Background: an optimization exercise with open tools, aiming at small area and few clock cycles. Do not read the settings as production practice. The RTL was checked by simulation tests, not by an equivalence proof against the original design. The clock port is modelled as an ideal driver; clocking choices that lean on that would not hold on a real chip.

Setup of willow:
## icap_controller
module icap_controller
	(
		ACLK,
		ARESETN,
		S_AXIS_TREADY,
		S_AXIS_TDATA,
		S_AXIS_TLAST,
		S_AXIS_TVALID,
		ICAP_CE_N,
		ICAP_I
	);
	input                                     ACLK;
	input                                     ARESETN;
	output                                    S_AXIS_TREADY;
	input      [255 : 0]                      S_AXIS_TDATA;
	input                                     S_AXIS_TLAST;
	input                                     S_AXIS_TVALID;
	output                                    ICAP_CE_N;
	output     [31 : 0]                       ICAP_I;
	localparam K = 2;		 
	localparam L = 7;		 
	reg  [K-1:0]   wsel;		 
	reg  [K-1:0]   rsel;		 
	reg  [2:0]     part;		 
	wire [K-1:0]   head_v;
	wire [K-1:0]   in_rdy;
	wire [256*K-1:0] head_d;
	wire send = |(rsel & head_v);
	wire last = send & (part == 3'd7);
	wire acc  = S_AXIS_TVALID & |(wsel & in_rdy);
	genvar c, s;
	generate
		for (c = 0; c < K; c = c + 1) begin : ch
			reg  [256*L-1:0] d;
			reg  [L-1:0]     v;
			wire [L:0]       rdy;	 
			assign rdy[L] = rsel[c] & last;
			for (s = 0; s < L; s = s + 1) begin : st
				assign rdy[s] = ~v[s] | rdy[s+1];
				if (s == 0) begin : first
					always @(posedge ACLK)
						if (rdy[0]) d[255:0] <= S_AXIS_TDATA;
				end else begin : next
					always @(posedge ACLK)
						if (rdy[s]) d[s*256 +: 256] <= d[(s-1)*256 +: 256];
				end
			end
			always @(posedge ACLK or negedge ARESETN)
				if (!ARESETN) v <= {L{1'b0}};
				else v <= (rdy[L-1:0] & {v[L-2:0], acc & wsel[c]}) | (v & ~rdy[L-1:0]);
			assign head_v[c] = v[L-1];
			assign in_rdy[c] = rdy[0];
  ...
Size in the first run: ~3600 flip-flops, about 290 I/O pins, ~110000 um2 of cells after synthesis.
Settings: LEC_CHECK=0, CAP_MARGIN=20, CORE_MARGIN=2, CORE_UTILIZATION=50, SETUP_SLACK_MARGIN=0.3, SLEW_MARGIN=20, SYNTH_MEMORY_MAX_BITS=8192; clock period 6.0 ns.
run.sh (not shown) runs the stock make flow with config.mk's settings and CLKGATE_MAP_FILE= SYNTH_SCRIPT=/design/flow/synth_recipe.tcl, a recipe that flattens the netlist after the stock synthesis.
Per the final summary, willow finished and its layout is clean on timing, DRC and antenna.
Testbench counts of willow, summed over its fixed seeds: cycles 2,616.
--- input diff willow..yarrow ---
- putting CTS_CLUSTER_SIZE at 30 where nothing was set
- putting CTS_BUF_LIST at sky130_fd_sc_hd__clkbuf_16 where nothing was set
- putting CTS_CLUSTER_DIAMETER at 100 where nothing was set
- swapping 50 for 70 in CORE_UTILIZATION
Results
- Relative to willow, number of fillers in the final layout has decreased by 7654 in yarrow.
- rsel[1] as the start point of the critical path was reported by yarrow, and part[2] by willow.
- willow → yarrow: sequential cell count saw little to no change, number of buffer and inverter instances along the worst setup path now larger, layout clock buffer count went down 296.
- Looking at willow and yarrow, the clock sink count is a wash.
- yarrow vs willow on final area: yarrow is the lower one.
- Against willow, routed wire length in yarrow came out better.
> inputs changed (yarrow -> quartz)
- CORE_UTILIZATION now 50, was 70
- CTS_CLUSTER_SIZE now 24, was 30
quartz ended up with more standard cells than yarrow. Sort quartz and yarrow by worst hold slack after final layout, ascending, and quartz comes first. On via count, the lower figure sits with yarrow, not quartz. Delta (quartz minus yarrow): detailed-router iteration count before antenna repair climbed 2, final standard cell area without fillers climbed 2000 um2, die area climbed 40%.

========
Setup of P:
The RTL this note starts from:
==> flow/design.v <==
module icap_controller
	(
		ACLK,
		ARESETN,
		S_AXIS_TREADY,
		S_AXIS_TDATA,
		S_AXIS_TLAST,
		S_AXIS_TVALID,
		ICAP_CE_N,
		ICAP_I
	);
	input                                     ACLK;
	input                                     ARESETN;
	output                                    S_AXIS_TREADY;
	input      [255 : 0]                      S_AXIS_TDATA;
	input                                     S_AXIS_TLAST;
	input                                     S_AXIS_TVALID;
	output                                    ICAP_CE_N;
	output     [31 : 0]                       ICAP_I;
	localparam N = 13;		 
	localparam W = 257;		 
	reg  [W*N-1:0]   d;		 
	reg  [224:0]     hd;		 
	reg  [N-1:0]     v;		 
	reg              hv, hvn;	 
	reg  [2:0]       cnt;		 
	reg  [N-2:0]     ldn;		 
	reg              s_in, s_prev, s_self;	 
	wire [N-1:0] ld;		 
	assign ld[N-1] = ~v[N-1] | ~hv;
	genvar s;
	generate
		for (s = 0; s < N - 1; s = s + 1) begin : ldc
			assign ld[s] = ~v[s] | ld[s+1];
		end
	endgenerate
	wire acc = S_AXIS_TVALID & ld[0];
	wire [N-1:0] v_next;
	assign v_next[0] = ld[0] ? (acc & ~s_in) : v[0];
	generate
		for (s = 1; s < N - 1; s = s + 1) begin : vn
			assign v_next[s] = ld[s] ? v[s-1] : v[s];
		end
	endgenerate
	assign v_next[N-1] = s_self ? v[N-1] : (s_in ? acc : v[N-2]);
	wire hv_next = hv ? (cnt != 3'd6) : v[N-1];
	wire [N:0] r;			 
	assign r[N]   = ~hv_next;
	assign r[N-1] = ~v_next[N-1] | ~hv_next;
	generate
		for (s = 0; s < N - 1; s = s + 1) begin : rn
			assign r[s] = ~v_next[s] | r[s+1];
		end
	endgenerate
	wire e_next = ~|v_next[N-2:0];
	always @(posedge ACLK or negedge ARESETN)
		if (!ARESETN) begin
			v      <= {N{1'b0}};
			hv     <= 1'b0;
			hvn    <= 1'b1;
			cnt    <= 3'd0;
			ldn    <= {(N-1){1'b0}};
			s_in   <= 1'b1;
			s_prev <= 1'b0;
			s_self <= 1'b0;
		end else begin
			v      <= v_next;
			hv     <= hv_next;
			hvn    <= ~hv_next;
			cnt    <= hv ? cnt + 3'd1 : 3'd0;
			ldn    <= ~r[N-2:0];
			s_in   <= r[N-1] & e_next;
			s_prev <= r[N-1] & ~e_next;
			s_self <= ~r[N-1];
		end
	wire [W-1:0] in_m = {1'b0, S_AXIS_TDATA};
	always @(posedge ACLK) begin
		d[0 +: W] <= ~((in_m | {W{ldn[0]}}) & (d[0 +: W] | {W{ld[0]}}));
	end
	generate
		for (s = 1; s < N - 1; s = s + 1) begin : st
			always @(posedge ACLK)
				d[s*W +: W] <= ~((d[(s-1)*W +: W] | {W{ldn[s]}}) & (d[s*W +: W] | {W{ld[s]}}));
		end
	endgenerate
	always @(posedge ACLK) begin
		d[(N-1)*W +: W] <= ~((in_m & {W{s_in}}) | (d[(N-2)*W +: W] & {W{s_prev}})
		                     | (d[(N-1)*W +: W] & {W{s_self}}));
		hd[191:0] <= ~((d[(N-1)*W + 32 +: 192] | {192{hv}}) & (hd[223:32] | {192{hvn}}));
		hd[223:192] <= ~d[(N-1)*W + 224 +: 32];
		hd[224] <= ~((d[(N-1)*W + 256] | hv) & (hd[224] | hvn));
	end
	wire [W-1:0] last = d[(N-1)*W +: W];
	wire [31:0] icap = ~((last[31:0] | {32{hv}}) & (hd[31:0] | {32{hvn}}));
	wire pol = ~((last[W-1] | hv) & (hd[224] | hvn));
	assign S_AXIS_TREADY = ld[0];
	assign ICAP_CE_N = ~(hv | v[N-1]);
	assign ICAP_I = icap ^ {32{pol}};
endmodule
Settings: LEC_CHECK=0, CAP_MARGIN=20, CORE_MARGIN=2, CORE_UTILIZATION=55, CTS_BUF_LIST=sky130_fd_sc_hd__clkbuf_16, CTS_CLUSTER_DIAMETER=100, CTS_CLUSTER_SIZE=33, SETUP_SLACK_MARGIN=0.3, SLEW_MARGIN=20, SYNTH_MEMORY_MAX_BITS=8192; clock period 6.0 ns.
standard.sh (not shown) runs the stock make flow with config.mk's settings and CLKGATE_MAP_FILE= SYNTH_SCRIPT=/design/flow/synth_recipe.tcl, a recipe that flattens the netlist after the stock synthesis.
==> flow/flow/run.sh <==
#!/bin/bash
# The standard layout (the standard.sh, standard synthesis included), with two changes:
# the port buffers are the smallest buffer cell, and clock tree synthesis adds no dummy loads.
# make's full output goes to flow_make.log in the work folder; ORFS keeps each step's log
# under orfs/logs/.
set -euo pipefail
export BUFFER_PORTS_ARGS="-buffer_cell sky130_fd_sc_hd__buf_1"
export CTS_ARGS="-sink_clustering_enable -repair_clock_nets -sink_clustering_size 33 -sink_clustering_max_diameter 100 -buf_list sky130_fd_sc_hd__clkbuf_16 -dont_use_dummy_load"
bash standard.sh finish > flow_make.log 2>&1
P was carried through to the last stage, and its layout satisfied the timing, design-rule and antenna checks.
Testbench counts of P, summed over its fixed seeds: cycles 2,568.
Relative to P, the following input files were edited for Q:
Settings: swapping 33 for 30 in CTS_CLUSTER_SIZE.
diff --git a/flow/flow/run.sh b/flow/flow/run.sh
--- a/flow/flow/run.sh
+++ b/flow/flow/run.sh
@@ -7,3 +7,3 @@
 export BUFFER_PORTS_ARGS="-buffer_cell sky130_fd_sc_hd__buf_1"
-export CTS_ARGS="-sink_clustering_enable -repair_clock_nets -sink_clustering_size 33 -sink_clustering_max_diameter 100 -buf_list sky130_fd_sc_hd__clkbuf_16 -dont_use_dummy_load"
+export CTS_ARGS="-sink_clustering_enable -repair_clock_nets -sink_clustering_size 30 -sink_clustering_max_diameter 100 -buf_list sky130_fd_sc_hd__clkbuf_16 -dont_use_dummy_load"
 bash standard.sh finish > flow_make.log 2>&1
==> comparison <==
- Core utilization of the finished layout: Q higher than P
- Between Q and P, the number of rows created at floorplan figures differ only marginally.
- Q vs. P: synthesized-area fraction occupied by and/or/nand/nor cells shows no meaningful change, final instance count without filler cells held, fraction of area in multi-input gates level, cell area after layout now sits higher.
- Compared Q against P; global-route wire length before repair within noise.
- Routed length on met3, P and Q: larger value in P
- Q against P: final period demand of the worst path went up.

-- re-timing with driven ports --
How much do the figures lean on ideal ports? The routed layouts below were timed once more, with nothing changed but the port constraints. Step 1 sets driving cells, clkbuf_16 on the clock port and buf_2 on the other inputs (assumed; they add their load-dependent delay and slew). Step 2 moves the port delays by t, midway between the first and last clock arrival at a register: inputs arrive t later, outputs are due t later. That takes back most of the time a late clock gives input paths. Slacks: ideal ports / drivers / drivers and shift; pairs: ideal ports / drivers.
| run | shift t [ns] | setup slack, ns | worst hold slack (ns) | worst register clock-pin slew, ns | pins driven straight from the clock port |
|---|---|---|---|---|---|
| willow | 1.010 | 0.418 / 0.326 / 1.335 | 0.227 / 0.240 / 0.379 | 0.07 / 0.07 | 1 |
| yarrow | 0.860 | 0.526 / 0.449 / 1.309 | 0.367 / 0.399 / 0.399 | 0.11 / 0.11 | 1 |
| quartz | 0.925 | 0.388 / 0.296 / 1.222 | 0.322 / 0.333 / 0.395 | 0.10 / 0.10 | 1 |
| P | 0.920 | 1.559 / 1.468 / 1.608 | 0.384 / 0.384 / 0.384 | 0.12 / 0.12 | 1 |
| Q | 0.898 | 1.549 / 1.459 / 1.637 | 0.381 / 0.381 / 0.381 | 0.12 / 0.12 | 1 |
After both steps every run listed still meets setup and hold.
